This design comes from an exercise in tuning for small area on the open sky130 flow, not from production work.
Only simulation tests tie the RTL to the original design; equivalence was not proved.
The flow treats the clock pin as an ideal source. Dropping or thinning the clock tree relies on that and would not hold on a real chip.
Power figures rest on the tool's default switching activity, not on a simulated workload.

Setup of alpha:
Design uart_full_duplex_32bit, start of the top module:
module uart_full_duplex_32bit #(
    parameter CLK_FREQ = 32000000,
    parameter BAUD_RATE = 115200
)(
    input  wire        clk,
    input  wire        rst_n,
    input  wire        tx_start,
    input  wire [31:0] tx_data,
    output wire        tx_busy,
    output wire [31:0] rx_data,
    output wire        rx_ready,
    input  wire        rx_clear,
    input  wire        parity_even_n,    
    output wire        uart_tx,    
    input  wire        uart_rx,    
    output wire        parity_error,
    output wire        framing_error
);
    wire baud_tick;
    uart_baud_gen #(.CLK_FREQ(CLK_FREQ), .BAUD_RATE(BAUD_RATE)) BAUDGEN (
        .clk(clk), .rst_n(rst_n), .baud_tick(baud_tick)
    );
    uart_tx #(.WIDTH(32)) TX (
        .clk(clk), .rst_n(rst_n),
        .tx_start(tx_start), .tx_data(tx_data),
        .parity_even_n(parity_even_n),
        .baud_tick(baud_tick),
        .tx_line(uart_tx),
        .tx_busy(tx_busy)
    );
    uart_rx #(.WIDTH(32)) RX (
        .clk(clk), .rst_n(rst_n),
        .rx_line(uart_rx),
        .parity_even_n(parity_even_n),
        .rx_clear(rx_clear),
        .rx_data(rx_data),
        .rx_ready(rx_ready),
        .parity_error(parity_error),
        .framing_error(framing_error)
    );
endmodule
export LEC_CHECK = 0
export CAP_MARGIN = 20
export CORE_MARGIN = 2
export CORE_UTILIZATION = 75
export SLEW_MARGIN = 20
create_clock -name core_clock -period 10.0 [get_ports {clk}]
standard.sh (not shown) runs the stock make flow with config.mk's settings and CLKGATE_MAP_FILE= SYNTH_SCRIPT=/design/flow/synth_recipe.tcl, a recipe that flattens the netlist after the stock synthesis.
==> flow/flow/run.sh <==
#!/bin/bash
# The standard layout (standard.sh) with three changes:
#  - synthesis maps logic with an area-oriented ABC script (flow/synth_area.tcl);
#  - port buffers use the smallest buffer cell;
#  - the clock tree is built by flow/manual_cts.tcl: one clock buffer per group
#    of nearby flip-flops, all driven by one root buffer on the clock port,
#    each group buffer upsized if its flip-flops' clock slew would be high.
# Each tool's full output stays in orfs/logs/; make's output is in flow_make.log.
set -euo pipefail
HERE=$(pwd)
export AREA_ABC_SCRIPT="$HERE/flow/abc_area.script"
export BUFFER_PORTS_ARGS="-buffer_cell sky130_fd_sc_hd__buf_1"
export PRE_CTS_TCL="$HERE/flow/manual_cts.tcl"
export CLK_GROUPS=8
export CLK_ROOT=sky130_fd_sc_hd__clkbuf_4
export CLK_BUF=sky130_fd_sc_hd__clkbuf_4
export CLK_SLEW_TARGET=0.12
sed "s#SYNTH_SCRIPT=[^ ]*#SYNTH_SCRIPT=$HERE/flow/synth_area.tcl#" standard.sh > flow_standard.sh
bash flow_standard.sh > flow_make.log 2>&1
==> flow/flow/abc_area.script <==
&get -n
&st
&syn2
&dch
&nf -p -R 1000 -F 8 -C 32 -E 10
&put
topo
dnsize -c
==> flow/flow/manual_cts.tcl <==
# Hook sourced before ORFS's CTS step (PRE_CTS_TCL). It replaces
# clock_tree_synthesis with a small two-level clock tree: the flip-flops are
# split into CLK_GROUPS groups by position, each group gets one CLK_BUF clock
# buffer at its centre, and (with CLK_ROOT set) one root buffer on the clock
# port drives all group buffers. With CLK_SLEW_TARGET set, a group buffer
# whose flip-flops would see a larger clock slew (placement estimate, after
# legalisation) is upsized.
proc clock_tree_synthesis {args} {
  set groups [expr {[info exists ::env(CLK_GROUPS)] ? $::env(CLK_GROUPS) : 4}]
  set cell [expr {[info exists ::env(CLK_BUF)] ? $::env(CLK_BUF) : "sky130_fd_sc_hd__clkbuf_8"}]
  set block [ord::get_db_block]
  set net [$block findNet clk]
  set sinks {}
  foreach pin [get_pins -of_objects [get_nets clk]] {
    set inst [sta::sta_to_db_inst [$pin instance]]
    set loc [$inst getLocation]
    lappend sinks [list [lindex $loc 0] [lindex $loc 1] $pin]
  }
  puts "manual CTS: [llength $sinks] sinks into $groups groups of $cell"
  # split recursively along the longer side into equal halves
  set parts [list $sinks]
  while {[llength $parts] < $groups} {
    # split the largest part
    set bi 0; set bn 0
    for {set i 0} {$i < [llength $parts]} {incr i} {
      set n [llength [lindex $parts $i]]
      if {$n > $bn} { set bn $n; set bi $i }
    }
    set p [lindex $parts $bi]
    set xs [lmap s $p {lindex $s 0}]; set ys [lmap s $p {lindex $s 1}]
    set w [expr {[tcl::mathfunc::max {*}$xs] - [tcl::mathfunc::min {*}$xs]}]
    set h [expr {[tcl::mathfunc::max {*}$ys] - [tcl::mathfunc::min {*}$ys]}]
    set k [expr {$w >= $h ? 0 : 1}]
    set p [lsort -integer -index $k $p]
    set m [expr {[llength $p] / 2}]
    set parts [lreplace $parts $bi $bi [lrange $p 0 [expr {$m-1}]] [lrange $p $m end]]
  }
  set i 0
  foreach p $parts {
    set sx 0; set sy 0
    foreach s $p { set sx [expr {$sx + [lindex $s 0]}]; set sy [expr {$sy + [lindex $s 1]}] }
    set cx [ord::dbu_to_microns [expr {$sx / [llength $p]}]]
    set cy [ord::dbu_to_microns [expr {$sy / [llength $p]}]]
    set pins [lmap s $p {lindex $s 2}]
    set r [insert_buffer -buffer_cell $cell -net clk -load_pins $pins -location [list $cx $cy] \
      -buffer_name clkbuf_manual_$i -net_name clknet_manual_$i]
    set b [sta::sta_to_db_inst $r]
    foreach it [$b getITerms] {
      set n [$it getNet]
      if {$n != "NULL"} { $n setSigType CLOCK }
    }
    puts "manual CTS: group $i, [llength $p] sinks, buffer at $cx $cy"
    incr i
  }
  # With CLK_ROOT set, one more buffer of that cell, at the centre of the
  # group buffers, drives them all, so the clock port feeds a single pin.
  if {[info exists ::env(CLK_ROOT)] && $::env(CLK_ROOT) ne ""} {
    set pins {}
    set sx 0; set sy 0
    foreach pin [get_pins -of_objects [get_nets clk]] {
      set loc [[sta::sta_to_db_inst [$pin instance]] getLocation]
      set sx [expr {$sx + [lindex $loc 0]}]; set sy [expr {$sy + [lindex $loc 1]}]
      lappend pins $pin
    }
    set cx [ord::dbu_to_microns [expr {$sx / [llength $pins]}]]
    set cy [ord::dbu_to_microns [expr {$sy / [llength $pins]}]]
    set r [insert_buffer -buffer_cell $::env(CLK_ROOT) -net clk -load_pins $pins \
      -location [list $cx $cy] -buffer_name clkbuf_manual_root -net_name clknet_manual_root]
    foreach it [[sta::sta_to_db_inst $r] getITerms] {
      set n [$it getNet]
      if {$n != "NULL"} { $n setSigType CLOCK }
    }
    puts "manual CTS: root $::env(CLK_ROOT) at $cx $cy"
  }
  $net setSigType CLOCK
  # Upsize any group buffer whose flip-flops would see a clock slew above
  # CLK_SLEW_TARGET (ns) with placement-estimated wires.
  if {[info exists ::env(CLK_SLEW_TARGET)]} {
    set sizes {sky130_fd_sc_hd__clkbuf_4 sky130_fd_sc_hd__clkbuf_8 sky130_fd_sc_hd__clkbuf_16}
    set_propagated_clock [all_clocks]
    for {set pass 0} {$pass < 3} {incr pass} {
      # measure with the buffers where legalisation puts them
      detailed_placement
      estimate_parasitics -placement
      set changed 0
      foreach inst [get_cells clkbuf_manual_*] {
        if {[string match *root* [get_full_name $inst]]} { continue }
        set worst 0
        foreach out [get_pins -of_objects $inst -filter "direction==output"] {
          foreach p [get_pins -of_objects [get_nets -of_objects $out] -filter "direction==input"] {
            set sl [get_property $p slew_max]
            if {$sl > $worst} { set worst $sl }
          }
        }
        set ref [get_property $inst ref_name]
        set k [lsearch $sizes $ref]
        if {$worst > $::env(CLK_SLEW_TARGET) && $k >= 0 && $k < 2} {
          replace_cell $inst [lindex $sizes [expr {$k+1}]]
          puts "manual CTS: [get_full_name $inst] slew $worst, $ref -> [lindex $sizes [expr {$k+1}]]"
          set changed 1
        }
      }
      if {!$changed} { break }
    }
    unset_propagated_clock [all_clocks]
  }
}
Other scripts of this flow, unchanged in this note and not shown: flow/flow/synth_area.tcl
alpha ran to completion and came out clean on the timing, design-rule and antenna checks.
Inputs modified between alpha and beta:
-- flow/flow/run.sh --
<<< alpha, line 3
#  - synthesis maps logic with an area-oriented ABC script (flow/synth_area.tcl);
#  - port buffers use the smallest buffer cell;
#  - the clock tree is built by flow/manual_cts.tcl: one clock buffer per group
#    of nearby flip-flops, all driven by one root buffer on the clock port,
#    each group buffer upsized if its flip-flops' clock slew would be high.
# Each tool's full output stays in orfs/logs/; make's output is in flow_make.log.
set -euo pipefail
>>> beta, line 3
#  - synthesis maps logic with an area-oriented ABC script (flow/synth_area.tcl);
#  - port buffers use the smallest buffer cell;
#  - the clock tree is one level of clock buffers, one per group of nearby
#    flip-flops, driven from the clock port (flow/manual_cts.tcl).
# Each tool's full output stays in orfs/logs/; make's output is in flow_make.log.
set -euo pipefail
==> flow/flow/abc_area.script <==
&get -n
&st
&syn2
&dch -f
&nf -p -R 1000 -F 8 -C 32 -E 10
&put
topo
dnsize -c
-- flow/flow/manual_cts.tcl --
<<< alpha, line 1
# Hook sourced before ORFS's CTS step (PRE_CTS_TCL). It replaces
# clock_tree_synthesis with a small two-level clock tree: the flip-flops are
# split into CLK_GROUPS groups by position, each group gets one CLK_BUF clock
# buffer at its centre, and (with CLK_ROOT set) one root buffer on the clock
# port drives all group buffers. With CLK_SLEW_TARGET set, a group buffer
# whose flip-flops would see a larger clock slew (placement estimate, after
# legalisation) is upsized.
proc clock_tree_synthesis {args} {
  set groups [expr {[info exists ::env(CLK_GROUPS)] ? $::env(CLK_GROUPS) : 4}]
>>> beta, line 1
# Hook sourced before ORFS's CTS step (PRE_CTS_TCL). It replaces
# clock_tree_synthesis with a one-level clock tree: the flip-flops are split
# into CLK_GROUPS groups by position and each group gets one clock buffer,
# placed at the group's centre and driven straight from the clock port.
proc clock_tree_synthesis {args} {
  set groups [expr {[info exists ::env(CLK_GROUPS)] ? $::env(CLK_GROUPS) : 4}]
Notes after the runs:
- Diff alpha..beta | post-synthesis sequential area ratio | negligible
- alpha and beta ended up with nearly the same final cell count.
- Changes observed in beta relative to alpha: detail-routed net length per standard cell went down 5.0%, power after layout moved down.
The inputs of gamma differ from those of beta as listed below.
- a change of CORE_UTILIZATION from 75 to 80
-- flow/flow/run.sh --
<<< beta, line 3
#  - synthesis maps logic with an area-oriented ABC script (flow/synth_area.tcl);
#  - port buffers use the smallest buffer cell;
#  - the clock tree is one level of clock buffers, one per group of nearby
#    flip-flops, driven from the clock port (flow/manual_cts.tcl).
# Each tool's full output stays in orfs/logs/; make's output is in flow_make.log.
set -euo pipefail
>>> gamma, line 3
#  - synthesis maps logic with an area-oriented ABC script (flow/synth_area.tcl);
#  - port buffers use the smallest buffer cell;
#  - the clock tree is built by flow/manual_cts.tcl: one clock buffer per group
#    of nearby flip-flops, all driven by one root buffer on the clock port,
#    each group buffer upsized if its flip-flops' clock slew would be high.
# Each tool's full output stays in orfs/logs/; make's output is in flow_make.log.
set -euo pipefail
## What came out
gamma: routed wire length on met2 higher than beta. [compare] base=beta new=gamma: initial DRC count up 13, effective utilization at floorplan increased by 2.9 points relative to the old numbers, die area now sits lower, wire length of the first global-routing pass shows a reduction of 830 um, clock network fraction of total power now smaller. gamma vs beta, worst-case hold slack went up by 0.0033 ns.
In every run of this note, the design's own scripts or RTL, not TritonCTS, make the clock network.

what the ideal ports hide:
How much do the figures lean on ideal ports? The routed layouts below were timed once more, with nothing changed but the port constraints. Step 1: set_driving_cell puts a clkbuf_16 on clk and a buf_2 on each other input, an assumption about the parent block. Step 2 times the ports against the registers' clock, not the clock port: input delays grow and output delays shrink by t, the midpoint of the rising clock arrivals with the driver on. Slacks: ideal / step 1 / step 2; pairs: ideal / step 1.
| run | shift t [ns] | slack for setup (ns) | clock arrival spread, ns |
|---|---|---|---|
| alpha | 0.434 | 6.560 / 6.535 / 6.969 | 0.028 / 0.028 |
| beta | 0.435 | 6.588 / 6.562 / 6.997 | 0.013 / 0.013 |
| gamma | 0.423 | 6.604 / 6.583 / 6.966 | 0.017 / 0.016 |
After both steps setup and hold are still met in every run listed.
